This design comes from an exercise in tuning for small area, a short achievable clock period and few clock cycles per item on the open sky130 flow, not from production work.
Only the layout flow was run in this run; the RTL was not checked for function there.
No activity file was given, so power comes from the tool's default toggle rates.

--- design/flow/config.mk ---
export PLATFORM = sky130hd
export DESIGN_NAME = melendez_mult
export DESIGN_NICKNAME = melendez_mult
export VERILOG_FILES = /design/flow/design.v
export SDC_FILE = /design/flow/constraint.sdc
export NUM_CORES = 4
export LEC_CHECK = 0
export CAP_MARGIN = 20
export CORE_MARGIN = 2
export CORE_UTILIZATION = 40
export SETUP_SLACK_MARGIN = 1.25
export SLEW_MARGIN = 20
export SYNTH_HIERARCHICAL = 1
export SYNTH_MINIMUM_KEEP_SIZE = 0
--- design/flow/design.v ---
module melendez_mult (rst, clk, multiplier, multiplicand, product, done);
  input rst, clk;
  input [31:0] multiplier, multiplicand;
  output [63:0] product;
  output done;
  reg [1:0] cnt;                
  reg done_q;                   
  reg first_q;                  
  reg [8:0] dig_q;              
  reg [34:0] s_q, c_q;       
  reg [7:0] pa_q, pb_q;         
  reg neg3_q;                   
  reg [23:0] lo_q;              
  assign done = done_q;
  wire [8:0] dig = first_q ? {multiplier[8:1], 1'b0} : dig_q;
  reg [8:0] dig_next;
  always @(*)
    case (cnt)
      2'd0: dig_next = multiplier[16:8];
      2'd1: dig_next = multiplier[24:16];
      2'd2: dig_next = {1'b0, multiplier[31:24]};
      default: dig_next = 9'd0;
    endcase
  wire [3:0] one, two, neg, negn;
  wire [32:0] a_ext = {1'b0, multiplicand};
  wire [32:0] a_sh = {multiplicand, 1'b0};
  assign one[0] = dig[1] ^ dig[0];
  assign two[0] = (dig[2] & ~dig[1] & ~dig[0]) | (~dig[2] & dig[1] & dig[0]);
  assign neg[0] = dig[2];
  assign negn[0] = ~dig[2];
  assign one[1] = dig[3] ^ dig[2];
  assign two[1] = (dig[4] & ~dig[3] & ~dig[2]) | (~dig[4] & dig[3] & dig[2]);
  assign neg[1] = dig[4];
  assign negn[1] = ~dig[4];
  assign one[2] = dig[5] ^ dig[4];
  assign two[2] = (dig[6] & ~dig[5] & ~dig[4]) | (~dig[6] & dig[5] & dig[4]);
  assign neg[2] = dig[6];
  assign negn[2] = ~dig[6];
  assign one[3] = dig[7] ^ dig[6];
  assign two[3] = (dig[8] & ~dig[7] & ~dig[6]) | (~dig[8] & dig[7] & dig[6]);
  assign neg[3] = dig[8];
  assign negn[3] = ~dig[8];
  wire [32:0] pp0 = ((a_ext & {33{one[0]}}) | (a_sh & {33{two[0]}})) ^ {33{neg[0]}};
  wire [32:0] pp1 = ((a_ext & {33{one[1]}}) | (a_sh & {33{two[1]}})) ^ {33{neg[1]}};
  wire [32:0] pp2 = ((a_ext & {33{one[2]}}) | (a_sh & {33{two[2]}})) ^ {33{neg[2]}};
  wire [32:0] pp3 = ((a_ext & {33{one[3]}}) | (a_sh & {33{two[3]}})) ^ {33{neg[3]}};
  wire [34:0] s_init = {1'b1, 2'b00, multiplicand & {32{multiplier[0]}}};
  wire [34:0] s_in = first_q ? s_init : {1'b0, 1'b1, s_q[32], s_q[31], s_q[30], s_q[29], s_q[28], s_q[27], s_q[26], s_q[25], s_q[24], s_q[23], s_q[22], s_q[21], s_q[20], s_q[19], s_q[18], s_q[17], s_q[16], s_q[15], s_q[14], s_q[13], s_q[12], s_q[11], s_q[10], s_q[9], s_q[8], s_q[7], s_q[6], s_q[5], s_q[4], s_q[3], s_q[2], s_q[1], s_q[0]};
  wire [34:0] c_in = {1'b0, 1'b0, c_q[32], c_q[31], c_q[30], c_q[29], c_q[28], c_q[27], c_q[26], c_q[25], c_q[24], c_q[23], c_q[22], c_q[21], c_q[20], c_q[19], c_q[18], c_q[17], c_q[16], c_q[15], c_q[14], c_q[13], c_q[12], c_q[11], c_q[10], c_q[9], c_q[8], c_q[7], c_q[6], c_q[5], c_q[4], c_q[3], c_q[2], c_q[1], c_q[0]} & {35{~first_q}};
  wire [9:0] lo_sum = {pa_q[7], pa_q[6], pa_q[5], pa_q[4], pa_q[3], pa_q[2], pa_q[1], pa_q[0]} + {pb_q[7], pb_q[6], pb_q[5], pb_q[4], pb_q[3], pb_q[2], pb_q[1], pb_q[0]} + {neg3_q, 7'd0};
  wire [1:0] lcin = lo_sum[9:8] & {2{~first_q}};
  wire hs1;
  wire hc2;
  wire hs3;
  wire hc4;
  wire hs5;
  wire hc6;
  wire fs7;
  wire fc8;
  wire hs9;
  wire hc10;
  wire fs11;
  wire fc12;
  wire hs13;
  wire hc14;
  wire fs15;
  wire fc16;
  wire fs17;
  wire fc18;
  wire fs19;
  wire fc20;
  wire fs21;
  wire fc22;
  wire fs23;
  wire fc24;
  wire fs25;
  wire fc26;
  wire fs27;
  wire fc28;
  wire fs29;
  wire fc30;
  wire fs31;
  wire fc32;
  wire fs33;
  wire fc34;
  wire fs35;
  wire fc36;
  wire fs37;
  wire fc38;
  wire fs39;
  wire fc40;
  wire fs41;
  wire fc42;
  wire fs43;
  wire fc44;
  wire fs45;
  wire fc46;
  wire fs47;
  wire fc48;
  wire fs49;
  wire fc50;
  wire fs51;
  wire fc52;
  wire fs53;
  wire fc54;
  wire fs55;
  wire fc56;
  wire fs57;
  wire fc58;
  wire fs59;
  wire fc60;
  wire fs61;
  wire fc62;
  wire fs63;
  wire fc64;
  wire fs65;
  wire fc66;
  wire fs67;
  wire fc68;
  wire fs69;
  wire fc70;
  wire fs71;
  wire fc72;
  wire fs73;
  wire fc74;
  wire fs75;
  wire fc76;
  wire fs77;
  wire fc78;
  wire fs79;
  wire fc80;
  wire fs81;
  wire fc82;
  wire fs83;
  wire fc84;
  wire fs85;
  wire fc86;
  wire fs87;
  wire fc88;
  wire fs89;
  wire fc90;
  wire fs91;
  wire fc92;
  wire fs93;
  wire fc94;
  wire fs95;
  wire fc96;
  wire fs97;
  wire fc98;
  wire fs99;
  wire fc100;
  wire fs101;
  wire fc102;
  wire fs103;
  wire fc104;
  wire fs105;
  wire fc106;
  wire fs107;
  wire fc108;
  wire fs109;
  wire fc110;
  wire fs111;
  wire fc112;
  wire fs113;
  wire fc114;
  wire fs115;
  wire fc116;
  wire fs117;
  wire fc118;
  wire fs119;
  wire fc120;
  wire fs121;
  wire fc122;
  wire fs123;
  wire fc124;
  wire fs125;
  wire fc126;
  wire fs127;
  wire fc128;
  wire hs129;
  wire hc130;
  wire fs131;
  wire fc132;
  wire fs133;
  wire fc134;
  wire fs135;
  wire fc136;
  wire fs137;
  wire fc138;
  wire fs139;
  wire fc140;
  wire fs141;
  wire fc142;
  wire fs143;
  wire fc144;
  wire fs145;
  wire fc146;
  wire fs147;
  wire fc148;
  wire fs149;
  wire fc150;
  wire fs151;
  wire fc152;
  wire fs153;
  wire fc154;
  wire fs155;
  wire fc156;
  wire fs157;
  wire fc158;
  wire fs159;
  wire fc160;
  wire fs161;
  wire fc162;
  wire fs163;
  wire fc164;
  wire fs165;
  wire fc166;
  wire fs167;
  wire fc168;
  wire fs169;
  wire fc170;
  wire fs171;
  wire fc172;
  wire fs173;
  wire fc174;
  wire fs175;
  wire fc176;
  wire fs177;
  wire fc178;
  wire fs179;
  wire fc180;
  wire fs181;
  wire fc182;
  wire fs183;
  wire fc184;
  wire fs185;
  wire fc186;
  wire fs187;
  wire fc188;
  wire fs189;
  wire fc190;
  wire fs191;
  wire fc192;
  wire fs193;
  wire fc194;
  wire fs195;
  wire fc196;
  wire fs197;
  wire fc198;
  wire fs199;
  wire fc200;
  wire hs201;
  wire hs203;
  wire hc204;
  wire fs205;
  wire fc206;
  wire fs207;
  wire fc208;
  wire fs209;
  wire fc210;
  wire fs211;
  wire fc212;
  wire fs213;
  wire fc214;
  wire fs215;
  wire fc216;
  wire fs217;
  wire fc218;
  wire fs219;
  wire fc220;
  wire fs221;
  wire fc222;
  wire fs223;
  wire fc224;
  wire fs225;
  wire fc226;
  wire fs227;
  wire fc228;
  wire fs229;
  wire fc230;
  wire fs231;
  wire fc232;
  wire fs233;
  wire fc234;
  wire fs235;
  wire fc236;
  wire fs237;
  wire fc238;
  wire fs239;
  wire fc240;
  wire fs241;
  wire fc242;
  wire fs243;
  wire fc244;
  wire fs245;
  wire fc246;
  wire fs247;
  wire fc248;
  wire fs249;
  wire fc250;
  wire fs251;
  wire fc252;
  wire fs253;
  wire fc254;
  wire fs255;
  wire fc256;
  wire fs257;
  wire fc258;
  wire fs259;
  wire fc260;
  wire fs261;
  wire fc262;
  wire fs263;
  wire fc264;
  wire fs265;
  wire fc266;
  wire fs267;
  wire fc268;
  wire fs269;
  wire fc270;
  wire fs271;
  wire fc272;
  wire fs273;
  wire fc274;
  wire fs275;
  wire fc276;
  wire fs277;
  wire fc278;
  wire fs279;
  wire fc280;
  wire hs281;
  mm_ha u_hs1 (.a(s_in[1]), .b(c_in[1]), .s(hs1), .co(hc2));
  mm_ha u_hs3 (.a(s_in[3]), .b(c_in[3]), .s(hs3), .co(hc4));
  mm_ha u_hs5 (.a(s_in[4]), .b(c_in[4]), .s(hs5), .co(hc6));
  mm_fa u_fs7 (.a(s_in[5]), .b(c_in[5]), .c(pp0[4]), .s(fs7), .co(fc8));
  mm_ha u_hs9 (.a(pp1[2]), .b(pp2[0]), .s(hs9), .co(hc10));
  mm_fa u_fs11 (.a(s_in[6]), .b(c_in[6]), .c(pp0[5]), .s(fs11), .co(fc12));
  mm_ha u_hs13 (.a(pp1[3]), .b(pp2[1]), .s(hs13), .co(hc14));
  mm_fa u_fs15 (.a(s_in[7]), .b(c_in[7]), .c(pp0[6]), .s(fs15), .co(fc16));
  mm_fa u_fs17 (.a(pp1[4]), .b(pp2[2]), .c(pp3[0]), .s(fs17), .co(fc18));
  mm_fa u_fs19 (.a(s_in[8]), .b(c_in[8]), .c(pp0[7]), .s(fs19), .co(fc20));
  mm_fa u_fs21 (.a(pp1[5]), .b(pp2[3]), .c(pp3[1]), .s(fs21), .co(fc22));
  mm_fa u_fs23 (.a(s_in[9]), .b(c_in[9]), .c(pp0[8]), .s(fs23), .co(fc24));
  mm_fa u_fs25 (.a(pp1[6]), .b(pp2[4]), .c(pp3[2]), .s(fs25), .co(fc26));
  mm_fa u_fs27 (.a(s_in[10]), .b(c_in[10]), .c(pp0[9]), .s(fs27), .co(fc28));
  mm_fa u_fs29 (.a(pp1[7]), .b(pp2[5]), .c(pp3[3]), .s(fs29), .co(fc30));
  mm_fa u_fs31 (.a(s_in[11]), .b(c_in[11]), .c(pp0[10]), .s(fs31), .co(fc32));
  mm_fa u_fs33 (.a(pp1[8]), .b(pp2[6]), .c(pp3[4]), .s(fs33), .co(fc34));
  mm_fa u_fs35 (.a(s_in[12]), .b(c_in[12]), .c(pp0[11]), .s(fs35), .co(fc36));
  mm_fa u_fs37 (.a(pp1[9]), .b(pp2[7]), .c(pp3[5]), .s(fs37), .co(fc38));
  mm_fa u_fs39 (.a(s_in[13]), .b(c_in[13]), .c(pp0[12]), .s(fs39), .co(fc40));
  mm_fa u_fs41 (.a(pp1[10]), .b(pp2[8]), .c(pp3[6]), .s(fs41), .co(fc42));
  mm_fa u_fs43 (.a(s_in[14]), .b(c_in[14]), .c(pp0[13]), .s(fs43), .co(fc44));
  mm_fa u_fs45 (.a(pp1[11]), .b(pp2[9]), .c(pp3[7]), .s(fs45), .co(fc46));
  mm_fa u_fs47 (.a(s_in[15]), .b(c_in[15]), .c(pp0[14]), .s(fs47), .co(fc48));
  mm_fa u_fs49 (.a(pp1[12]), .b(pp2[10]), .c(pp3[8]), .s(fs49), .co(fc50));
  mm_fa u_fs51 (.a(s_in[16]), .b(c_in[16]), .c(pp0[15]), .s(fs51), .co(fc52));
  mm_fa u_fs53 (.a(pp1[13]), .b(pp2[11]), .c(pp3[9]), .s(fs53), .co(fc54));
  mm_fa u_fs55 (.a(s_in[17]), .b(c_in[17]), .c(pp0[16]), .s(fs55), .co(fc56));
  mm_fa u_fs57 (.a(pp1[14]), .b(pp2[12]), .c(pp3[10]), .s(fs57), .co(fc58));
  mm_fa u_fs59 (.a(s_in[18]), .b(c_in[18]), .c(pp0[17]), .s(fs59), .co(fc60));
  mm_fa u_fs61 (.a(pp1[15]), .b(pp2[13]), .c(pp3[11]), .s(fs61), .co(fc62));
  mm_fa u_fs63 (.a(s_in[19]), .b(c_in[19]), .c(pp0[18]), .s(fs63), .co(fc64));
  mm_fa u_fs65 (.a(pp1[16]), .b(pp2[14]), .c(pp3[12]), .s(fs65), .co(fc66));
  mm_fa u_fs67 (.a(s_in[20]), .b(c_in[20]), .c(pp0[19]), .s(fs67), .co(fc68));
  mm_fa u_fs69 (.a(pp1[17]), .b(pp2[15]), .c(pp3[13]), .s(fs69), .co(fc70));
  mm_fa u_fs71 (.a(s_in[21]), .b(c_in[21]), .c(pp0[20]), .s(fs71), .co(fc72));
  mm_fa u_fs73 (.a(pp1[18]), .b(pp2[16]), .c(pp3[14]), .s(fs73), .co(fc74));
  mm_fa u_fs75 (.a(s_in[22]), .b(c_in[22]), .c(pp0[21]), .s(fs75), .co(fc76));
  mm_fa u_fs77 (.a(pp1[19]), .b(pp2[17]), .c(pp3[15]), .s(fs77), .co(fc78));
  mm_fa u_fs79 (.a(s_in[23]), .b(c_in[23]), .c(pp0[22]), .s(fs79), .co(fc80));
  mm_fa u_fs81 (.a(pp1[20]), .b(pp2[18]), .c(pp3[16]), .s(fs81), .co(fc82));
  mm_fa u_fs83 (.a(s_in[24]), .b(c_in[24]), .c(pp0[23]), .s(fs83), .co(fc84));
  mm_fa u_fs85 (.a(pp1[21]), .b(pp2[19]), .c(pp3[17]), .s(fs85), .co(fc86));
  mm_fa u_fs87 (.a(s_in[25]), .b(c_in[25]), .c(pp0[24]), .s(fs87), .co(fc88));
  mm_fa u_fs89 (.a(pp1[22]), .b(pp2[20]), .c(pp3[18]), .s(fs89), .co(fc90));
  mm_fa u_fs91 (.a(s_in[26]), .b(c_in[26]), .c(pp0[25]), .s(fs91), .co(fc92));
  mm_fa u_fs93 (.a(pp1[23]), .b(pp2[21]), .c(pp3[19]), .s(fs93), .co(fc94));
  mm_fa u_fs95 (.a(s_in[27]), .b(c_in[27]), .c(pp0[26]), .s(fs95), .co(fc96));
  mm_fa u_fs97 (.a(pp1[24]), .b(pp2[22]), .c(pp3[20]), .s(fs97), .co(fc98));
  mm_fa u_fs99 (.a(s_in[28]), .b(c_in[28]), .c(pp0[27]), .s(fs99), .co(fc100));
  mm_fa u_fs101 (.a(pp1[25]), .b(pp2[23]), .c(pp3[21]), .s(fs101), .co(fc102));
  mm_fa u_fs103 (.a(s_in[29]), .b(c_in[29]), .c(pp0[28]), .s(fs103), .co(fc104));
  mm_fa u_fs105 (.a(pp1[26]), .b(pp2[24]), .c(pp3[22]), .s(fs105), .co(fc106));
  mm_fa u_fs107 (.a(s_in[30]), .b(c_in[30]), .c(pp0[29]), .s(fs107), .co(fc108));
  mm_fa u_fs109 (.a(pp1[27]), .b(pp2[25]), .c(pp3[23]), .s(fs109), .co(fc110));
  mm_fa u_fs111 (.a(s_in[31]), .b(c_in[31]), .c(pp0[30]), .s(fs111), .co(fc112));
  mm_fa u_fs113 (.a(pp1[28]), .b(pp2[26]), .c(pp3[24]), .s(fs113), .co(fc114));
  mm_fa u_fs115 (.a(s_in[32]), .b(c_in[32]), .c(pp0[31]), .s(fs115), .co(fc116));
  mm_fa u_fs117 (.a(pp1[29]), .b(pp2[27]), .c(pp3[25]), .s(fs117), .co(fc118));
  mm_fa u_fs119 (.a(s_in[33]), .b(c_in[33]), .c(pp0[32]), .s(fs119), .co(fc120));
  mm_fa u_fs121 (.a(pp1[30]), .b(pp2[28]), .c(pp3[26]), .s(fs121), .co(fc122));
  mm_fa u_fs123 (.a(s_in[34]), .b(c_in[34]), .c(negn[0]), .s(fs123), .co(fc124));
  mm_fa u_fs125 (.a(pp1[31]), .b(pp2[29]), .c(pp3[27]), .s(fs125), .co(fc126));
  mm_fa1 u_fs127 (.a(pp1[32]), .b(pp2[30]), .s(fs127), .co(fc128));
  mm_ha u_hs129 (.a(pp0[0]), .b(neg[0]), .s(hs129), .co(hc130));
  mm_fa u_fs131 (.a(s_in[2]), .b(c_in[2]), .c(pp0[1]), .s(fs131), .co(fc132));
  mm_fa u_fs133 (.a(pp0[2]), .b(pp1[0]), .c(neg[1]), .s(fs133), .co(fc134));
  mm_fa u_fs135 (.a(pp0[3]), .b(pp1[1]), .c(hs5), .s(fs135), .co(fc136));
  mm_fa u_fs137 (.a(neg[2]), .b(fs7), .c(hs9), .s(fs137), .co(fc138));
  mm_fa u_fs139 (.a(fs11), .b(hs13), .c(fc8), .s(fs139), .co(fc140));
  mm_fa u_fs141 (.a(fs15), .b(fs17), .c(fc12), .s(fs141), .co(fc142));
  mm_fa u_fs143 (.a(fs19), .b(fs21), .c(fc16), .s(fs143), .co(fc144));
  mm_fa u_fs145 (.a(fs23), .b(fs25), .c(fc20), .s(fs145), .co(fc146));
  mm_fa u_fs147 (.a(fs27), .b(fs29), .c(fc24), .s(fs147), .co(fc148));
  mm_fa u_fs149 (.a(fs31), .b(fs33), .c(fc28), .s(fs149), .co(fc150));
  mm_fa u_fs151 (.a(fs35), .b(fs37), .c(fc32), .s(fs151), .co(fc152));
  mm_fa u_fs153 (.a(fs39), .b(fs41), .c(fc36), .s(fs153), .co(fc154));
  mm_fa u_fs155 (.a(fs43), .b(fs45), .c(fc40), .s(fs155), .co(fc156));
  mm_fa u_fs157 (.a(fs47), .b(fs49), .c(fc44), .s(fs157), .co(fc158));
  mm_fa u_fs159 (.a(fs51), .b(fs53), .c(fc48), .s(fs159), .co(fc160));
  mm_fa u_fs161 (.a(fs55), .b(fs57), .c(fc52), .s(fs161), .co(fc162));
  mm_fa u_fs163 (.a(fs59), .b(fs61), .c(fc56), .s(fs163), .co(fc164));
  mm_fa u_fs165 (.a(fs63), .b(fs65), .c(fc60), .s(fs165), .co(fc166));
  mm_fa u_fs167 (.a(fs67), .b(fs69), .c(fc64), .s(fs167), .co(fc168));
  mm_fa u_fs169 (.a(fs71), .b(fs73), .c(fc68), .s(fs169), .co(fc170));
  mm_fa u_fs171 (.a(fs75), .b(fs77), .c(fc72), .s(fs171), .co(fc172));
  mm_fa u_fs173 (.a(fs79), .b(fs81), .c(fc76), .s(fs173), .co(fc174));
  mm_fa u_fs175 (.a(fs83), .b(fs85), .c(fc80), .s(fs175), .co(fc176));
  mm_fa u_fs177 (.a(fs87), .b(fs89), .c(fc84), .s(fs177), .co(fc178));
  mm_fa u_fs179 (.a(fs91), .b(fs93), .c(fc88), .s(fs179), .co(fc180));
  mm_fa u_fs181 (.a(fs95), .b(fs97), .c(fc92), .s(fs181), .co(fc182));
  mm_fa u_fs183 (.a(fs99), .b(fs101), .c(fc96), .s(fs183), .co(fc184));
  mm_fa u_fs185 (.a(fs103), .b(fs105), .c(fc100), .s(fs185), .co(fc186));
  mm_fa u_fs187 (.a(fs107), .b(fs109), .c(fc104), .s(fs187), .co(fc188));
  mm_fa u_fs189 (.a(fs111), .b(fs113), .c(fc108), .s(fs189), .co(fc190));
  mm_fa u_fs191 (.a(fs115), .b(fs117), .c(fc112), .s(fs191), .co(fc192));
  mm_fa u_fs193 (.a(fs119), .b(fs121), .c(fc116), .s(fs193), .co(fc194));
  mm_fa u_fs195 (.a(fs123), .b(fs125), .c(fc120), .s(fs195), .co(fc196));
  mm_fa u_fs197 (.a(pp3[28]), .b(fs127), .c(fc124), .s(fs197), .co(fc198));
  mm_fa u_fs199 (.a(negn[1]), .b(pp2[31]), .c(pp3[29]), .s(fs199), .co(fc200));
  assign hs201 = ~pp2[32];
  mm_ha u_hs203 (.a(s_in[0]), .b(c_in[0]), .s(hs203), .co(hc204));
  mm_fa u_fs205 (.a(lcin[1]), .b(hs1), .c(hs129), .s(fs205), .co(fc206));
  mm_fa u_fs207 (.a(hc2), .b(fs131), .c(hc130), .s(fs207), .co(fc208));
  mm_fa u_fs209 (.a(hs3), .b(fs133), .c(fc132), .s(fs209), .co(fc210));
  mm_fa u_fs211 (.a(hc4), .b(fs135), .c(fc134), .s(fs211), .co(fc212));
  mm_fa u_fs213 (.a(hc6), .b(fs137), .c(fc136), .s(fs213), .co(fc214));
  mm_fa u_fs215 (.a(hc10), .b(fs139), .c(fc138), .s(fs215), .co(fc216));
  mm_fa u_fs217 (.a(hc14), .b(fs141), .c(fc140), .s(fs217), .co(fc218));
  mm_fa u_fs219 (.a(fc18), .b(fs143), .c(fc142), .s(fs219), .co(fc220));
  mm_fa u_fs221 (.a(fc22), .b(fs145), .c(fc144), .s(fs221), .co(fc222));
  mm_fa u_fs223 (.a(fc26), .b(fs147), .c(fc146), .s(fs223), .co(fc224));
  mm_fa u_fs225 (.a(fc30), .b(fs149), .c(fc148), .s(fs225), .co(fc226));
  mm_fa u_fs227 (.a(fc34), .b(fs151), .c(fc150), .s(fs227), .co(fc228));
  mm_fa u_fs229 (.a(fc38), .b(fs153), .c(fc152), .s(fs229), .co(fc230));
  mm_fa u_fs231 (.a(fc42), .b(fs155), .c(fc154), .s(fs231), .co(fc232));
  mm_fa u_fs233 (.a(fc46), .b(fs157), .c(fc156), .s(fs233), .co(fc234));
  mm_fa u_fs235 (.a(fc50), .b(fs159), .c(fc158), .s(fs235), .co(fc236));
  mm_fa u_fs237 (.a(fc54), .b(fs161), .c(fc160), .s(fs237), .co(fc238));
  mm_fa u_fs239 (.a(fc58), .b(fs163), .c(fc162), .s(fs239), .co(fc240));
  mm_fa u_fs241 (.a(fc62), .b(fs165), .c(fc164), .s(fs241), .co(fc242));
  mm_fa u_fs243 (.a(fc66), .b(fs167), .c(fc166), .s(fs243), .co(fc244));
  mm_fa u_fs245 (.a(fc70), .b(fs169), .c(fc168), .s(fs245), .co(fc246));
  mm_fa u_fs247 (.a(fc74), .b(fs171), .c(fc170), .s(fs247), .co(fc248));
  mm_fa u_fs249 (.a(fc78), .b(fs173), .c(fc172), .s(fs249), .co(fc250));
  mm_fa u_fs251 (.a(fc82), .b(fs175), .c(fc174), .s(fs251), .co(fc252));
  mm_fa u_fs253 (.a(fc86), .b(fs177), .c(fc176), .s(fs253), .co(fc254));
  mm_fa u_fs255 (.a(fc90), .b(fs179), .c(fc178), .s(fs255), .co(fc256));
  mm_fa u_fs257 (.a(fc94), .b(fs181), .c(fc180), .s(fs257), .co(fc258));
  mm_fa u_fs259 (.a(fc98), .b(fs183), .c(fc182), .s(fs259), .co(fc260));
  mm_fa u_fs261 (.a(fc102), .b(fs185), .c(fc184), .s(fs261), .co(fc262));
  mm_fa u_fs263 (.a(fc106), .b(fs187), .c(fc186), .s(fs263), .co(fc264));
  mm_fa u_fs265 (.a(fc110), .b(fs189), .c(fc188), .s(fs265), .co(fc266));
  mm_fa u_fs267 (.a(fc114), .b(fs191), .c(fc190), .s(fs267), .co(fc268));
  mm_fa u_fs269 (.a(fc118), .b(fs193), .c(fc192), .s(fs269), .co(fc270));
  mm_fa u_fs271 (.a(fc122), .b(fs195), .c(fc194), .s(fs271), .co(fc272));
  mm_fa u_fs273 (.a(fc126), .b(fs197), .c(fc196), .s(fs273), .co(fc274));
  mm_fa u_fs275 (.a(fc128), .b(fs199), .c(fc198), .s(fs275), .co(fc276));
  mm_fa u_fs277 (.a(pp3[30]), .b(hs201), .c(fc200), .s(fs277), .co(fc278));
  mm_fa u_fs279 (.a(negn[2]), .b(pp3[31]), .c(pp2[32]), .s(fs279), .co(fc280));
  assign hs281 = ~pp3[32];
  wire [39:0] hi_a = {s_q[31], s_q[30], s_q[29], s_q[28], s_q[27], s_q[26], s_q[25], s_q[24], s_q[23], s_q[22], s_q[21], s_q[20], s_q[19], s_q[18], s_q[17], s_q[16], s_q[15], s_q[14], s_q[13], s_q[12], s_q[11], s_q[10], s_q[9], s_q[8], s_q[7], s_q[6], s_q[5], s_q[4], s_q[3], s_q[2], s_q[1], s_q[0], {pa_q[7], pa_q[6], pa_q[5], pa_q[4], pa_q[3], pa_q[2], pa_q[1], pa_q[0]}};
  wire [39:0] hi_b = {c_q[31], c_q[30], c_q[29], c_q[28], c_q[27], c_q[26], c_q[25], c_q[24], c_q[23], c_q[22], c_q[21], c_q[20], c_q[19], c_q[18], c_q[17], c_q[16], c_q[15], c_q[14], c_q[13], c_q[12], c_q[11], c_q[10], c_q[9], c_q[8], c_q[7], c_q[6], c_q[5], c_q[4], c_q[3], c_q[2], c_q[1], c_q[0], {pb_q[7], pb_q[6], pb_q[5], pb_q[4], pb_q[3], pb_q[2], pb_q[1], pb_q[0]}};
  wire [39:0] hi_s;
  mm_add u_add (.a(hi_a), .b(hi_b), .ci(1'b0), .s(hi_s));
  assign product = {hi_s, lo_q};
  always @(posedge clk) begin
    first_q <= rst;
    dig_q <= dig_next;
    if (rst) begin
      cnt <= 2'd0;
      done_q <= 1'b0;
    end else if (!done_q) begin
      cnt <= cnt + 2'd1;
      done_q <= (cnt == 2'd3);
    end
  end
  always @(posedge clk)
    if (!done_q) begin
      s_q[0] <= fs219;
      c_q[0] <= fc218;
      s_q[1] <= fs221;
      c_q[1] <= fc220;
      s_q[2] <= fs223;
      c_q[2] <= fc222;
      s_q[3] <= fs225;
      c_q[3] <= fc224;
      s_q[4] <= fs227;
      c_q[4] <= fc226;
      s_q[5] <= fs229;
      c_q[5] <= fc228;
      s_q[6] <= fs231;
      c_q[6] <= fc230;
      s_q[7] <= fs233;
      c_q[7] <= fc232;
      s_q[8] <= fs235;
      c_q[8] <= fc234;
      s_q[9] <= fs237;
      c_q[9] <= fc236;
      s_q[10] <= fs239;
      c_q[10] <= fc238;
      s_q[11] <= fs241;
      c_q[11] <= fc240;
      s_q[12] <= fs243;
      c_q[12] <= fc242;
      s_q[13] <= fs245;
      c_q[13] <= fc244;
      s_q[14] <= fs247;
      c_q[14] <= fc246;
      s_q[15] <= fs249;
      c_q[15] <= fc248;
      s_q[16] <= fs251;
      c_q[16] <= fc250;
      s_q[17] <= fs253;
      c_q[17] <= fc252;
      s_q[18] <= fs255;
      c_q[18] <= fc254;
      s_q[19] <= fs257;
      c_q[19] <= fc256;
      s_q[20] <= fs259;
      c_q[20] <= fc258;
      s_q[21] <= fs261;
      c_q[21] <= fc260;
      s_q[22] <= fs263;
      c_q[22] <= fc262;
      s_q[23] <= fs265;
      c_q[23] <= fc264;
      s_q[24] <= fs267;
      c_q[24] <= fc266;
      s_q[25] <= fs269;
      c_q[25] <= fc268;
      s_q[26] <= fs271;
      c_q[26] <= fc270;
      s_q[27] <= fs273;
      c_q[27] <= fc272;
      s_q[28] <= fs275;
      c_q[28] <= fc274;
      s_q[29] <= fs277;
      c_q[29] <= fc276;
      s_q[30] <= fs279;
      c_q[30] <= fc278;
      s_q[31] <= hs281;
      c_q[31] <= fc280;
      s_q[32] <= negn[3];
      c_q[32] <= pp3[32];
      pa_q[0] <= lcin[0];
      pb_q[0] <= hs203;
      pa_q[1] <= fs205;
      pb_q[1] <= hc204;
      pa_q[2] <= fs207;
      pb_q[2] <= fc206;
      pa_q[3] <= fs209;
      pb_q[3] <= fc208;
      pa_q[4] <= fs211;
      pb_q[4] <= fc210;
      pa_q[5] <= fs213;
      pb_q[5] <= fc212;
      pa_q[6] <= fs215;
      pb_q[6] <= fc214;
      pa_q[7] <= fs217;
      pb_q[7] <= fc216;
      neg3_q <= neg[3];
      case (cnt)
        2'd1: lo_q[7:0] <= lo_sum[7:0];
        2'd2: lo_q[15:8] <= lo_sum[7:0];
        2'd3: lo_q[23:16] <= lo_sum[7:0];
        default: ;
      endcase
    end
endmodule
module mm_fa (a, b, c, s, co);
  input a, b, c;
  output s, co;
  assign s = a ^ b ^ c;
  assign co = (a & b) | (a & c) | (b & c);
endmodule
module mm_fa1 (a, b, s, co);
  input a, b;
  output s, co;
  assign s = ~(a ^ b);
  assign co = a | b;
endmodule
module mm_ha (a, b, s, co);
  input a, b;
  output s, co;
  assign s = a ^ b;
  assign co = a & b;
endmodule
module mm_add (a, b, ci, s);
  input [39:0] a, b;
  input ci;
  output [39:0] s;
  wire [39:0] p0, g0;
  mm_pg u_pg0 (.a(a[0]), .b(b[0]), .g(g0[0]), .p(p0[0]));
  mm_pg u_pg1 (.a(a[1]), .b(b[1]), .g(g0[1]), .p(p0[1]));
  mm_pg u_pg2 (.a(a[2]), .b(b[2]), .g(g0[2]), .p(p0[2]));
  mm_pg u_pg3 (.a(a[3]), .b(b[3]), .g(g0[3]), .p(p0[3]));
  mm_pg u_pg4 (.a(a[4]), .b(b[4]), .g(g0[4]), .p(p0[4]));
  mm_pg u_pg5 (.a(a[5]), .b(b[5]), .g(g0[5]), .p(p0[5]));
  mm_pg u_pg6 (.a(a[6]), .b(b[6]), .g(g0[6]), .p(p0[6]));
  mm_pg u_pg7 (.a(a[7]), .b(b[7]), .g(g0[7]), .p(p0[7]));
  mm_pg u_pg8 (.a(a[8]), .b(b[8]), .g(g0[8]), .p(p0[8]));
  mm_pg u_pg9 (.a(a[9]), .b(b[9]), .g(g0[9]), .p(p0[9]));
  mm_pg u_pg10 (.a(a[10]), .b(b[10]), .g(g0[10]), .p(p0[10]));
  mm_pg u_pg11 (.a(a[11]), .b(b[11]), .g(g0[11]), .p(p0[11]));
  mm_pg u_pg12 (.a(a[12]), .b(b[12]), .g(g0[12]), .p(p0[12]));
  mm_pg u_pg13 (.a(a[13]), .b(b[13]), .g(g0[13]), .p(p0[13]));
  mm_pg u_pg14 (.a(a[14]), .b(b[14]), .g(g0[14]), .p(p0[14]));
  mm_pg u_pg15 (.a(a[15]), .b(b[15]), .g(g0[15]), .p(p0[15]));
  mm_pg u_pg16 (.a(a[16]), .b(b[16]), .g(g0[16]), .p(p0[16]));
  mm_pg u_pg17 (.a(a[17]), .b(b[17]), .g(g0[17]), .p(p0[17]));
  mm_pg u_pg18 (.a(a[18]), .b(b[18]), .g(g0[18]), .p(p0[18]));
  mm_pg u_pg19 (.a(a[19]), .b(b[19]), .g(g0[19]), .p(p0[19]));
  mm_pg u_pg20 (.a(a[20]), .b(b[20]), .g(g0[20]), .p(p0[20]));
  mm_pg u_pg21 (.a(a[21]), .b(b[21]), .g(g0[21]), .p(p0[21]));
  mm_pg u_pg22 (.a(a[22]), .b(b[22]), .g(g0[22]), .p(p0[22]));
  mm_pg u_pg23 (.a(a[23]), .b(b[23]), .g(g0[23]), .p(p0[23]));
  mm_pg u_pg24 (.a(a[24]), .b(b[24]), .g(g0[24]), .p(p0[24]));
  mm_pg u_pg25 (.a(a[25]), .b(b[25]), .g(g0[25]), .p(p0[25]));
  mm_pg u_pg26 (.a(a[26]), .b(b[26]), .g(g0[26]), .p(p0[26]));
  mm_pg u_pg27 (.a(a[27]), .b(b[27]), .g(g0[27]), .p(p0[27]));
  mm_pg u_pg28 (.a(a[28]), .b(b[28]), .g(g0[28]), .p(p0[28]));
  mm_pg u_pg29 (.a(a[29]), .b(b[29]), .g(g0[29]), .p(p0[29]));
  mm_pg u_pg30 (.a(a[30]), .b(b[30]), .g(g0[30]), .p(p0[30]));
  mm_pg u_pg31 (.a(a[31]), .b(b[31]), .g(g0[31]), .p(p0[31]));
  mm_pg u_pg32 (.a(a[32]), .b(b[32]), .g(g0[32]), .p(p0[32]));
  mm_pg u_pg33 (.a(a[33]), .b(b[33]), .g(g0[33]), .p(p0[33]));
  mm_pg u_pg34 (.a(a[34]), .b(b[34]), .g(g0[34]), .p(p0[34]));
  mm_pg u_pg35 (.a(a[35]), .b(b[35]), .g(g0[35]), .p(p0[35]));
  mm_pg u_pg36 (.a(a[36]), .b(b[36]), .g(g0[36]), .p(p0[36]));
  mm_pg u_pg37 (.a(a[37]), .b(b[37]), .g(g0[37]), .p(p0[37]));
  mm_pg u_pg38 (.a(a[38]), .b(b[38]), .g(g0[38]), .p(p0[38]));
  mm_pg u_pg39 (.a(a[39]), .b(b[39]), .g(g0[39]), .p(p0[39]));
  wire gx1;
  mm_grayp u_g1 (.gh(g0[0]), .ph(p0[0]), .gl(ci), .g(gx1));
  wire gx2;
  wire px2;
  mm_blackp u_b2 (.gh(g0[2]), .ph(p0[2]), .gl(g0[1]), .pl(p0[1]), .g(gx2), .p(px2));
  wire gx3;
  wire px3;
  mm_blackp u_b3 (.gh(g0[4]), .ph(p0[4]), .gl(g0[3]), .pl(p0[3]), .g(gx3), .p(px3));
  wire gx4;
  wire px4;
  mm_blackp u_b4 (.gh(g0[6]), .ph(p0[6]), .gl(g0[5]), .pl(p0[5]), .g(gx4), .p(px4));
  wire gx5;
  wire px5;
  mm_blackp u_b5 (.gh(g0[8]), .ph(p0[8]), .gl(g0[7]), .pl(p0[7]), .g(gx5), .p(px5));
  wire gx6;
  wire px6;
  mm_blackp u_b6 (.gh(g0[10]), .ph(p0[10]), .gl(g0[9]), .pl(p0[9]), .g(gx6), .p(px6));
  wire gx7;
  wire px7;
  mm_blackp u_b7 (.gh(g0[12]), .ph(p0[12]), .gl(g0[11]), .pl(p0[11]), .g(gx7), .p(px7));
  wire gx8;
  wire px8;
  mm_blackp u_b8 (.gh(g0[14]), .ph(p0[14]), .gl(g0[13]), .pl(p0[13]), .g(gx8), .p(px8));
  wire gx9;
  wire px9;
  mm_blackp u_b9 (.gh(g0[16]), .ph(p0[16]), .gl(g0[15]), .pl(p0[15]), .g(gx9), .p(px9));
  wire gx10;
  wire px10;
  mm_blackp u_b10 (.gh(g0[18]), .ph(p0[18]), .gl(g0[17]), .pl(p0[17]), .g(gx10), .p(px10));
  wire gx11;
  wire px11;
  mm_blackp u_b11 (.gh(g0[20]), .ph(p0[20]), .gl(g0[19]), .pl(p0[19]), .g(gx11), .p(px11));
  wire gx12;
  wire px12;
  mm_blackp u_b12 (.gh(g0[22]), .ph(p0[22]), .gl(g0[21]), .pl(p0[21]), .g(gx12), .p(px12));
  wire gx13;
  wire px13;
  mm_blackp u_b13 (.gh(g0[24]), .ph(p0[24]), .gl(g0[23]), .pl(p0[23]), .g(gx13), .p(px13));
  wire gx14;
  wire px14;
  mm_blackp u_b14 (.gh(g0[26]), .ph(p0[26]), .gl(g0[25]), .pl(p0[25]), .g(gx14), .p(px14));
  wire gx15;
  wire px15;
  mm_blackp u_b15 (.gh(g0[28]), .ph(p0[28]), .gl(g0[27]), .pl(p0[27]), .g(gx15), .p(px15));
  wire gx16;
  wire px16;
  mm_blackp u_b16 (.gh(g0[30]), .ph(p0[30]), .gl(g0[29]), .pl(p0[29]), .g(gx16), .p(px16));
  wire gx17;
  wire px17;
  mm_blackp u_b17 (.gh(g0[32]), .ph(p0[32]), .gl(g0[31]), .pl(p0[31]), .g(gx17), .p(px17));
  wire gx18;
  wire px18;
  mm_blackp u_b18 (.gh(g0[34]), .ph(p0[34]), .gl(g0[33]), .pl(p0[33]), .g(gx18), .p(px18));
  wire gx19;
  wire px19;
  mm_blackp u_b19 (.gh(g0[36]), .ph(p0[36]), .gl(g0[35]), .pl(p0[35]), .g(gx19), .p(px19));
  wire gx20;
  wire px20;
  mm_blackp u_b20 (.gh(g0[38]), .ph(p0[38]), .gl(g0[37]), .pl(p0[37]), .g(gx20), .p(px20));
  wire gx21;
  mm_grayn u_g21 (.gh(gx2), .ph(px2), .gl(gx1), .g(gx21));
  wire gx22;
  wire px22;
  mm_blackn u_b22 (.gh(gx3), .ph(px3), .gl(gx2), .pl(px2), .g(gx22), .p(px22));
  wire gx23;
  wire px23;
  mm_blackn u_b23 (.gh(gx4), .ph(px4), .gl(gx3), .pl(px3), .g(gx23), .p(px23));
  wire gx24;
  wire px24;
  mm_blackn u_b24 (.gh(gx5), .ph(px5), .gl(gx4), .pl(px4), .g(gx24), .p(px24));
  wire gx25;
  wire px25;
  mm_blackn u_b25 (.gh(gx6), .ph(px6), .gl(gx5), .pl(px5), .g(gx25), .p(px25));
  wire gx26;
  wire px26;
  mm_blackn u_b26 (.gh(gx7), .ph(px7), .gl(gx6), .pl(px6), .g(gx26), .p(px26));
  wire gx27;
  wire px27;
  mm_blackn u_b27 (.gh(gx8), .ph(px8), .gl(gx7), .pl(px7), .g(gx27), .p(px27));
  wire gx28;
  wire px28;
  mm_blackn u_b28 (.gh(gx9), .ph(px9), .gl(gx8), .pl(px8), .g(gx28), .p(px28));
  wire gx29;
  wire px29;
  mm_blackn u_b29 (.gh(gx10), .ph(px10), .gl(gx9), .pl(px9), .g(gx29), .p(px29));
  wire gx30;
  wire px30;
  mm_blackn u_b30 (.gh(gx11), .ph(px11), .gl(gx10), .pl(px10), .g(gx30), .p(px30));
  wire gx31;
  wire px31;
  mm_blackn u_b31 (.gh(gx12), .ph(px12), .gl(gx11), .pl(px11), .g(gx31), .p(px31));
  wire gx32;
  wire px32;
  mm_blackn u_b32 (.gh(gx13), .ph(px13), .gl(gx12), .pl(px12), .g(gx32), .p(px32));
  wire gx33;
  wire px33;
  mm_blackn u_b33 (.gh(gx14), .ph(px14), .gl(gx13), .pl(px13), .g(gx33), .p(px33));
  wire gx34;
  wire px34;
  mm_blackn u_b34 (.gh(gx15), .ph(px15), .gl(gx14), .pl(px14), .g(gx34), .p(px34));
  wire gx35;
  wire px35;
  mm_blackn u_b35 (.gh(gx16), .ph(px16), .gl(gx15), .pl(px15), .g(gx35), .p(px35));
  wire gx36;
  wire px36;
  mm_blackn u_b36 (.gh(gx17), .ph(px17), .gl(gx16), .pl(px16), .g(gx36), .p(px36));
  wire gx37;
  wire px37;
  mm_blackn u_b37 (.gh(gx18), .ph(px18), .gl(gx17), .pl(px17), .g(gx37), .p(px37));
  wire gx38;
  wire px38;
  mm_blackn u_b38 (.gh(gx19), .ph(px19), .gl(gx18), .pl(px18), .g(gx38), .p(px38));
  wire gx39;
  wire px39;
  mm_blackn u_b39 (.gh(gx20), .ph(px20), .gl(gx19), .pl(px19), .g(gx39), .p(px39));
  wire iv40;
  mm_inv u_i40 (.a(gx1), .y(iv40));
  wire gx41;
  mm_grayp u_g41 (.gh(gx22), .ph(px22), .gl(iv40), .g(gx41));
  wire gx42;
  mm_grayp u_g42 (.gh(gx23), .ph(px23), .gl(gx21), .g(gx42));
  wire gx43;
  wire px43;
  mm_blackp u_b43 (.gh(gx24), .ph(px24), .gl(gx22), .pl(px22), .g(gx43), .p(px43));
  wire gx44;
  wire px44;
  mm_blackp u_b44 (.gh(gx25), .ph(px25), .gl(gx23), .pl(px23), .g(gx44), .p(px44));
  wire gx45;
  wire px45;
  mm_blackp u_b45 (.gh(gx26), .ph(px26), .gl(gx24), .pl(px24), .g(gx45), .p(px45));
  wire gx46;
  wire px46;
  mm_blackp u_b46 (.gh(gx27), .ph(px27), .gl(gx25), .pl(px25), .g(gx46), .p(px46));
  wire gx47;
  wire px47;
  mm_blackp u_b47 (.gh(gx28), .ph(px28), .gl(gx26), .pl(px26), .g(gx47), .p(px47));
  wire gx48;
  wire px48;
  mm_blackp u_b48 (.gh(gx29), .ph(px29), .gl(gx27), .pl(px27), .g(gx48), .p(px48));
  wire gx49;
  wire px49;
  mm_blackp u_b49 (.gh(gx30), .ph(px30), .gl(gx28), .pl(px28), .g(gx49), .p(px49));
  wire gx50;
  wire px50;
  mm_blackp u_b50 (.gh(gx31), .ph(px31), .gl(gx29), .pl(px29), .g(gx50), .p(px50));
  wire gx51;
  wire px51;
  mm_blackp u_b51 (.gh(gx32), .ph(px32), .gl(gx30), .pl(px30), .g(gx51), .p(px51));
  wire gx52;
  wire px52;
  mm_blackp u_b52 (.gh(gx33), .ph(px33), .gl(gx31), .pl(px31), .g(gx52), .p(px52));
  wire gx53;
  wire px53;
  mm_blackp u_b53 (.gh(gx34), .ph(px34), .gl(gx32), .pl(px32), .g(gx53), .p(px53));
  wire gx54;
  wire px54;
  mm_blackp u_b54 (.gh(gx35), .ph(px35), .gl(gx33), .pl(px33), .g(gx54), .p(px54));
  wire gx55;
  wire px55;
  mm_blackp u_b55 (.gh(gx36), .ph(px36), .gl(gx34), .pl(px34), .g(gx55), .p(px55));
  wire gx56;
  wire px56;
  mm_blackp u_b56 (.gh(gx37), .ph(px37), .gl(gx35), .pl(px35), .g(gx56), .p(px56));
  wire gx57;
  wire px57;
  mm_blackp u_b57 (.gh(gx38), .ph(px38), .gl(gx36), .pl(px36), .g(gx57), .p(px57));
  wire gx58;
  wire px58;
  mm_blackp u_b58 (.gh(gx39), .ph(px39), .gl(gx37), .pl(px37), .g(gx58), .p(px58));
  wire gx59;
  mm_grayn u_g59 (.gh(gx43), .ph(px43), .gl(gx1), .g(gx59));
  wire iv60;
  mm_inv u_i60 (.a(gx21), .y(iv60));
  wire gx61;
  mm_grayn u_g61 (.gh(gx44), .ph(px44), .gl(iv60), .g(gx61));
  wire gx62;
  mm_grayn u_g62 (.gh(gx45), .ph(px45), .gl(gx41), .g(gx62));
  wire gx63;
  mm_grayn u_g63 (.gh(gx46), .ph(px46), .gl(gx42), .g(gx63));
  wire gx64;
  wire px64;
  mm_blackn u_b64 (.gh(gx47), .ph(px47), .gl(gx43), .pl(px43), .g(gx64), .p(px64));
  wire gx65;
  wire px65;
  mm_blackn u_b65 (.gh(gx48), .ph(px48), .gl(gx44), .pl(px44), .g(gx65), .p(px65));
  wire gx66;
  wire px66;
  mm_blackn u_b66 (.gh(gx49), .ph(px49), .gl(gx45), .pl(px45), .g(gx66), .p(px66));
  wire gx67;
  wire px67;
  mm_blackn u_b67 (.gh(gx50), .ph(px50), .gl(gx46), .pl(px46), .g(gx67), .p(px67));
  wire gx68;
  wire px68;
  mm_blackn u_b68 (.gh(gx51), .ph(px51), .gl(gx47), .pl(px47), .g(gx68), .p(px68));
  wire gx69;
  wire px69;
  mm_blackn u_b69 (.gh(gx52), .ph(px52), .gl(gx48), .pl(px48), .g(gx69), .p(px69));
  wire gx70;
  wire px70;
  mm_blackn u_b70 (.gh(gx53), .ph(px53), .gl(gx49), .pl(px49), .g(gx70), .p(px70));
  wire gx71;
  wire px71;
  mm_blackn u_b71 (.gh(gx54), .ph(px54), .gl(gx50), .pl(px50), .g(gx71), .p(px71));
  wire gx72;
  wire px72;
  mm_blackn u_b72 (.gh(gx55), .ph(px55), .gl(gx51), .pl(px51), .g(gx72), .p(px72));
  wire gx73;
  wire px73;
  mm_blackn u_b73 (.gh(gx56), .ph(px56), .gl(gx52), .pl(px52), .g(gx73), .p(px73));
  wire gx74;
  wire px74;
  mm_blackn u_b74 (.gh(gx57), .ph(px57), .gl(gx53), .pl(px53), .g(gx74), .p(px74));
  wire gx75;
  wire px75;
  mm_blackn u_b75 (.gh(gx58), .ph(px58), .gl(gx54), .pl(px54), .g(gx75), .p(px75));
  wire gx76;
  mm_grayp u_g76 (.gh(gx64), .ph(px64), .gl(iv40), .g(gx76));
  wire gx77;
  mm_grayp u_g77 (.gh(gx65), .ph(px65), .gl(gx21), .g(gx77));
  wire iv78;
  mm_inv u_i78 (.a(gx41), .y(iv78));
  wire gx79;
  mm_grayp u_g79 (.gh(gx66), .ph(px66), .gl(iv78), .g(gx79));
  wire iv80;
  mm_inv u_i80 (.a(gx42), .y(iv80));
  wire gx81;
  mm_grayp u_g81 (.gh(gx67), .ph(px67), .gl(iv80), .g(gx81));
  wire gx82;
  mm_grayp u_g82 (.gh(gx68), .ph(px68), .gl(gx59), .g(gx82));
  wire gx83;
  mm_grayp u_g83 (.gh(gx69), .ph(px69), .gl(gx61), .g(gx83));
  wire gx84;
  mm_grayp u_g84 (.gh(gx70), .ph(px70), .gl(gx62), .g(gx84));
  wire gx85;
  mm_grayp u_g85 (.gh(gx71), .ph(px71), .gl(gx63), .g(gx85));
  wire gx86;
  wire px86;
  mm_blackp u_b86 (.gh(gx72), .ph(px72), .gl(gx64), .pl(px64), .g(gx86), .p(px86));
  wire gx87;
  wire px87;
  mm_blackp u_b87 (.gh(gx73), .ph(px73), .gl(gx65), .pl(px65), .g(gx87), .p(px87));
  wire gx88;
  wire px88;
  mm_blackp u_b88 (.gh(gx74), .ph(px74), .gl(gx66), .pl(px66), .g(gx88), .p(px88));
  wire gx89;
  wire px89;
  mm_blackp u_b89 (.gh(gx75), .ph(px75), .gl(gx67), .pl(px67), .g(gx89), .p(px89));
  wire gx90;
  mm_grayn u_g90 (.gh(gx86), .ph(px86), .gl(gx1), .g(gx90));
  wire gx91;
  mm_grayn u_g91 (.gh(gx87), .ph(px87), .gl(iv60), .g(gx91));
  wire gx92;
  mm_grayn u_g92 (.gh(gx88), .ph(px88), .gl(gx41), .g(gx92));
  wire gx93;
  mm_grayn u_g93 (.gh(gx89), .ph(px89), .gl(gx42), .g(gx93));
  wire gx94;
  mm_grayp u_g94 (.gh(g0[1]), .ph(p0[1]), .gl(iv40), .g(gx94));
  wire gx95;
  mm_grayp u_g95 (.gh(g0[3]), .ph(p0[3]), .gl(gx21), .g(gx95));
  wire gx96;
  mm_grayp u_g96 (.gh(g0[5]), .ph(p0[5]), .gl(iv78), .g(gx96));
  wire gx97;
  mm_grayp u_g97 (.gh(g0[7]), .ph(p0[7]), .gl(iv80), .g(gx97));
  wire gx98;
  mm_grayp u_g98 (.gh(g0[9]), .ph(p0[9]), .gl(gx59), .g(gx98));
  wire gx99;
  mm_grayp u_g99 (.gh(g0[11]), .ph(p0[11]), .gl(gx61), .g(gx99));
  wire gx100;
  mm_grayp u_g100 (.gh(g0[13]), .ph(p0[13]), .gl(gx62), .g(gx100));
  wire gx101;
  mm_grayp u_g101 (.gh(g0[15]), .ph(p0[15]), .gl(gx63), .g(gx101));
  wire iv102;
  mm_inv u_i102 (.a(gx76), .y(iv102));
  wire gx103;
  mm_grayp u_g103 (.gh(g0[17]), .ph(p0[17]), .gl(iv102), .g(gx103));
  wire iv104;
  mm_inv u_i104 (.a(gx77), .y(iv104));
  wire gx105;
  mm_grayp u_g105 (.gh(g0[19]), .ph(p0[19]), .gl(iv104), .g(gx105));
  wire iv106;
  mm_inv u_i106 (.a(gx79), .y(iv106));
  wire gx107;
  mm_grayp u_g107 (.gh(g0[21]), .ph(p0[21]), .gl(iv106), .g(gx107));
  wire iv108;
  mm_inv u_i108 (.a(gx81), .y(iv108));
  wire gx109;
  mm_grayp u_g109 (.gh(g0[23]), .ph(p0[23]), .gl(iv108), .g(gx109));
  wire iv110;
  mm_inv u_i110 (.a(gx82), .y(iv110));
  wire gx111;
  mm_grayp u_g111 (.gh(g0[25]), .ph(p0[25]), .gl(iv110), .g(gx111));
  wire iv112;
  mm_inv u_i112 (.a(gx83), .y(iv112));
  wire gx113;
  mm_grayp u_g113 (.gh(g0[27]), .ph(p0[27]), .gl(iv112), .g(gx113));
  wire iv114;
  mm_inv u_i114 (.a(gx84), .y(iv114));
  wire gx115;
  mm_grayp u_g115 (.gh(g0[29]), .ph(p0[29]), .gl(iv114), .g(gx115));
  wire iv116;
  mm_inv u_i116 (.a(gx85), .y(iv116));
  wire gx117;
  mm_grayp u_g117 (.gh(g0[31]), .ph(p0[31]), .gl(iv116), .g(gx117));
  wire gx118;
  mm_grayp u_g118 (.gh(g0[33]), .ph(p0[33]), .gl(gx90), .g(gx118));
  wire gx119;
  mm_grayp u_g119 (.gh(g0[35]), .ph(p0[35]), .gl(gx91), .g(gx119));
  wire gx120;
  mm_grayp u_g120 (.gh(g0[37]), .ph(p0[37]), .gl(gx92), .g(gx120));
  wire gx121;
  mm_grayp u_g121 (.gh(g0[39]), .ph(p0[39]), .gl(gx93), .g(gx121));
  assign s[0] = p0[0] ^ ci;
  assign s[1] = ~(p0[1] ^ gx1);
  assign s[2] = ~(p0[2] ^ gx94);
  assign s[3] = p0[3] ^ gx21;
  assign s[4] = ~(p0[4] ^ gx95);
  assign s[5] = ~(p0[5] ^ gx41);
  assign s[6] = ~(p0[6] ^ gx96);
  assign s[7] = ~(p0[7] ^ gx42);
  assign s[8] = ~(p0[8] ^ gx97);
  assign s[9] = p0[9] ^ gx59;
  assign s[10] = ~(p0[10] ^ gx98);
  assign s[11] = p0[11] ^ gx61;
  assign s[12] = ~(p0[12] ^ gx99);
  assign s[13] = p0[13] ^ gx62;
  assign s[14] = ~(p0[14] ^ gx100);
  assign s[15] = p0[15] ^ gx63;
  assign s[16] = ~(p0[16] ^ gx101);
  assign s[17] = ~(p0[17] ^ gx76);
  assign s[18] = ~(p0[18] ^ gx103);
  assign s[19] = ~(p0[19] ^ gx77);
  assign s[20] = ~(p0[20] ^ gx105);
  assign s[21] = ~(p0[21] ^ gx79);
  assign s[22] = ~(p0[22] ^ gx107);
  assign s[23] = ~(p0[23] ^ gx81);
  assign s[24] = ~(p0[24] ^ gx109);
  assign s[25] = ~(p0[25] ^ gx82);
  assign s[26] = ~(p0[26] ^ gx111);
  assign s[27] = ~(p0[27] ^ gx83);
  assign s[28] = ~(p0[28] ^ gx113);
  assign s[29] = ~(p0[29] ^ gx84);
  assign s[30] = ~(p0[30] ^ gx115);
  assign s[31] = ~(p0[31] ^ gx85);
  assign s[32] = ~(p0[32] ^ gx117);
  assign s[33] = p0[33] ^ gx90;
  assign s[34] = ~(p0[34] ^ gx118);
  assign s[35] = p0[35] ^ gx91;
  assign s[36] = ~(p0[36] ^ gx119);
  assign s[37] = p0[37] ^ gx92;
  assign s[38] = ~(p0[38] ^ gx120);
  assign s[39] = p0[39] ^ gx93;
endmodule
module mm_pg (a, b, g, p);
  input a, b;
  output g, p;
  assign g = a & b;
  assign p = a ^ b;
endmodule
module mm_inv (a, y);
  input a;
  output y;
  assign y = ~a;
endmodule
module mm_blackp (gh, ph, gl, pl, g, p);
  input gh, ph, gl, pl;
  output g, p;
  assign g = ~(gh | (ph & gl));
  assign p = ~(ph & pl);
endmodule
module mm_grayp (gh, ph, gl, g);
  input gh, ph, gl;
  output g;
  assign g = ~(gh | (ph & gl));
endmodule
module mm_blackn (gh, ph, gl, pl, g, p);
  input gh, ph, gl, pl;
  output g, p;
  assign g = ~(gh & (ph | gl));
  assign p = ~(ph | pl);
endmodule
module mm_grayn (gh, ph, gl, g);
  input gh, ph, gl;
  output g;
  assign g = ~(gh & (ph | gl));
endmodule
--- design/flow/standard.sh ---
#!/bin/bash
# synth_recipe.tcl (not shown) runs the flow's synth.tcl, then flattens the netlist and writes it again
# the make line also repeats each setting of config.mk as NAME=value (left out here)
make -C /OpenROAD-flow-scripts/flow DESIGN_CONFIG=/design/flow/config.mk WORK_HOME=/design/flow/orfs CLKGATE_MAP_FILE= SYNTH_SCRIPT=/design/flow/synth_recipe.tcl "${@:-finish}"
--- design/flow/constraint.sdc ---
create_clock -name core_clock -period 5.0 [get_ports {clk}]
set_input_delay 1.0000 -clock core_clock [delete_from_list [all_inputs] [get_ports {clk}]]
set_output_delay 1.0000 -clock core_clock [all_outputs]
set_load 0.01 [all_outputs]
--- design/flow/flow/run.sh ---
#!/bin/bash
set -euo pipefail
export BUFFER_PORTS_ARGS="-buffer_cell sky130_fd_sc_hd__buf_2"
bash standard.sh > standard_flow.log 2>&1
==> summary.txt <==
per-stage QoR:
| step | cells | power [mW] | util (%) | setup WS, ns | cell area, sq um |
|---|---|---|---|---|---|
| final | 1807 | 14.9 | 49.6 | 1.19 | 16500 |
| after floorplan | 1220 | 9.00 | - | 1.23 | 13500 |
| after CTS | 1739 | 13.7 | 45.7 | 1.18 | 15200 |
| after global placement | 1698 | 11.7 | 42.7 | 0.141 | 14200 |
| after detailed placement | 1699 | 12.0 | 42.7 | 0.458 | 14200 |
| after global routing | 1805 | 16.1 | 49.6 | 1.14 | 16500 |
per-layer routing:
layer	routed length [microns]	GRT usage (%)	up-vias
met5	23	0	-
met4	1250	6.41	4
met3	5420	6.79	112
met2	22000	39.8	809
met1	18300	34.2	5805
li1	-	-	4959
final cells by class:
type	instances	area, sq um
diodes	4	10.0
clock buffers	18	429
clock inverters	14	115
fillers	2997	16800
inverters	30	116
multi-input cells	940	9970
flip-flops and latches	120	3480
well taps	448	561
repair buffers	233	1840
worst min-delay path, cell delays in order, from the launching register on:
cell,delay (ns)
dfxtp_1,0.34
mux2i_1,0.14
nor2_1,0.05
cell usage after synthesis (3+ instances only):
cell           instances
nand3_1                3
o21ai_2               30
a32oi_1               31
or2_2                  4
o21ai_0                6
dfxtp_1               13
a222oi_1             101
clkbuf_1              55
and2_0                 3
mux2i_1                3
nand2_1               44
buf_6                 14
buf_2                 31
fa_1                 133
nor2_1                51
buf_4                 11
o31a_1                 3
o21ai_1               10
edfxtp_1             107
buf_1                  5
a22o_1                31
a21oi_2               69
dlygate4sd3_1          9
or3_1                 93
ha_1                  66
inv_1                 28
a21oi_1               12
nand2b_1               3
nor2b_1               41
xnor2_1               72
o211ai_1              93
mux2i_4                4
xor2_1                11
kinds of logic after synthesis:
group / Yosys count
and+or+nand+nor: 249
DFF: 120
xor gates and xnor gates: 83
buffers and inverters: 161
muxes: 9
adders and majority gates: 199
AOI/OAI and AO/OA: 395
other: 1
Yosys stat by module (local to each module, per instance):
module / times used / flops+latches / area, sq um
melendez_mult: 1 / 120 / 8630
mm_add: 1 / 0 / 350
mm_fa1: 1 / 0 / 27.5
mm_fa: 131 / 0 / 20.0
mm_blackn: 30 / 0 / 12.5
mm_blackp: 39 / 0 / 12.5
mm_ha: 7 / 0 / 12.5
mm_pg: 40 / 0 / 12.5
mm_grayp: 30 / 0 / 8.76
mm_grayn: 9 / 0 / 5.00
mm_inv: 12 / 0 / 3.75
timing repair:
action / 4_1_cts / 5_1_grt
setup endpoints to repair: 83 / 72
pin swaps: 10 / 69
gates resized for setup: 82 / 116
cloned: 0 / 7
setup buffers: 8 / 56
endpoints found under the hold margin: 0 / 0
how the worst max path moves through the flow:
| stage | to | slack, ns | cells past startpoint |
|---|---|---|---|
| finish | s_q[8]$_DFFE_PN_ | 1.19 | 9 |
| global route | s_q[0]$_DFFE_PN_ | 1.14 | 10 |
| CTS | product[49] | 1.18 | 9 |
| detailed placement | s_q[16]$_DFFE_PN_ | 0.46 | 8 |
| global placement | s_q[11]$_DFFE_PN_ | 0.14 | 8 |
| floorplan | s_q[19]$_DFFE_PN_ | 1.23 | 8 |
report_power, final:
| part | total [mW] | switching, mW | leakage (nW) | internal [mW] |
|---|---|---|---|---|
| logic | 11.1 | 6.23 | 4.38 | 4.86 |
| clock network | 1.19 | 0.540 | 0.261 | 0.646 |
| registers | 2.64 | 0.474 | 1.22 | 2.17 |
| total | 14.9 | 7.24 | 5.86 | 7.68 |
state kept, by name, indices dropped and copies added, names as in the netlist:
register / count
first_q: 1
cnt: 2
done_q: 1
s_q: 33
neg3_q: 1
dig_q: 9
lo_q: 24
c_q: 33
pb_q: 8
pa_q: 8
==> results.toml <==
[floorplan]
initial_utilization_pct = 40.4
core.rowCount = 67
ios = 131
coreArea_sq_um = 33300
dieArea_sq_um = 35100
die_w_microns = 187
die_h_microns = 187

[yosys]
synth_simple_gate_area_share_pct = 9.97
netlist_area_sq_um = 13400
yosys.area_share.adder_pct = 26.0
synthXorXnorAreaFrac_pct = 5.41
synth_ff_type = "edfxtp_1"
synthCells = 1217
synth_compound_area_share_pct = 25.0
yosys_warnings = 7
yosys-top-cells-area = "edfxtp_1 (24%), fa_1 (20%), a222oi_1 (7.5%), ha_1 (6.1%), o211ai_1 (5.2%)"
yosysTopAreaCell = "edfxtp_1"
synth_top_family_by_area = "adder cells"
synth_edf_count = 107
synth.ff_latch_count = 120
synth-seq-area-share_pct = 25.9
synth.area.mux_share_pct = 1.10
avgSynthCellArea_sq_um = 11.0
synth_cell_types = 55
synth_async_sr_flop_share_pct = 0
yosysTopAreaCellShare_pct = 23.9

[critical_path]
cp-end-kind = "register"
required_ns = 5.16
rr_endpoint = "s_q[8]$_DFFE_PN_"
arrival_ns = 3.96
rr_worst_depth = 9
critPathBufInv = 2
cp-startpoint = "multiplier[7]"
crit_top_cell = "fa_1"
worstPathMaxFanout = 7
startpoint_type = "input port"
crit_path_top_delay_cell = "a222oi_1"
reg2reg_slack_ns = 1.21
max_stage_delay_ns = 0.56
timing.rr.start = "first_q$_DFF_P_"
path_cells = "buf_6 -> mux2i_4 -> xnor2_2 -> nor2_4 -> buf_4 -> a222oi_1 -> fa_1 -> fa_1 -> fa_1"
critPathKind = "input port to register"
path_delay_family = "adder cells"

[global_route]
antenna_found_initial = 6
grt_pass1_vias = 11206
grt_use_total_pct = 25.2
grt_pass1_wl_microns = 68200
grt_max_degree = 57
grt-ovfl-total = 0

[cells_and_area]
nNetsFinal = 1607
synthToLayoutAreaGrowth_pct = 23.0
layout-drive-gt1-share_pct = 35.3
final_common_cell = "fa_1"
final_cell_mix = "fa_1 (133), buf_2 (129), edfxtp_1 (107)"

[clock_network]
htree_levels = 4
cts_tree = "built"
cts_buffers = 17
clock-sinks = 120
cts_hold_buf = 0
cts_buffer_depth = 2
path_clk_slew_ns = 0.07
root_buffer = "clkbuf_16"
clk_latency_ns = 0.43

[detailed_routing]
drt_first_pass_iters = 14
route.final.wire_length_microns = 47000
via_per_inst = 6.47
num_vias = 11689
post_drt_wl_per_cell_microns = 26.0
drtIter0Drc = 1830
antenna_left = 0
drc = 0

[min_path]
min_to = "cnt[1]$_SDFFE_PP0N_"
holdPathStages = 2
holdCritPathClass = "register to register"
hold_start = "cnt[1]$_SDFFE_PP0N_"

[outcome]
outcome = "no timing/DRC/antenna violations"

[timing]
fin_skew_ns = 0.0171
final_max_slew_viol_count = 0
rsz0062_at_grt = "true"
clock.fmax_mhz = 263
fin_crit_ns = 3.81
slew_headroom_pct = 36.3
whs_ns = 0.568
finalCritPeriodShare_pct = 76.1
worstMarginPinSlew_ns = 0.953
final-hold-violation-count = 0
setup_viol = 0
fin_setup_tns_ns = 0

[placement]
dpl.hpwl_microns = 31600
place_congestion = 0.882
io_buffer_count = 130

[pwr]
p_per_area_nw_per_um2 = 903
p_leak_nw = 5.86
peakVddDrop_uv = 716

[run]
maxCapViolations = 0

## what the ideal ports hide
Ports are ideal in the flow. The routed layout listed here was re-timed in OpenROAD.
Step 1: set_driving_cell puts a clkbuf_16 on clk and a buf_2 on each other input, an assumption about the parent block.
Step 2 adds t to the input delays and takes it off the output delays; t is the mean of the earliest and latest rising clock arrival at the registers after step 1. Input paths then give back, and output paths get back, about the clock's delay inside the block.
Three values: ideal ports, drivers, drivers and shift; two values: the first two.
shift t [ns]: 0.477
setup slack, ns: 1.194 / 1.208 / 0.737
worst hold slack (ns): 0.568 / 0.568 / 0.568
After both steps setup and hold are still met in this run. The setup slack of this run moves by +0.014 ns with the drivers and by -0.457 ns with both steps.
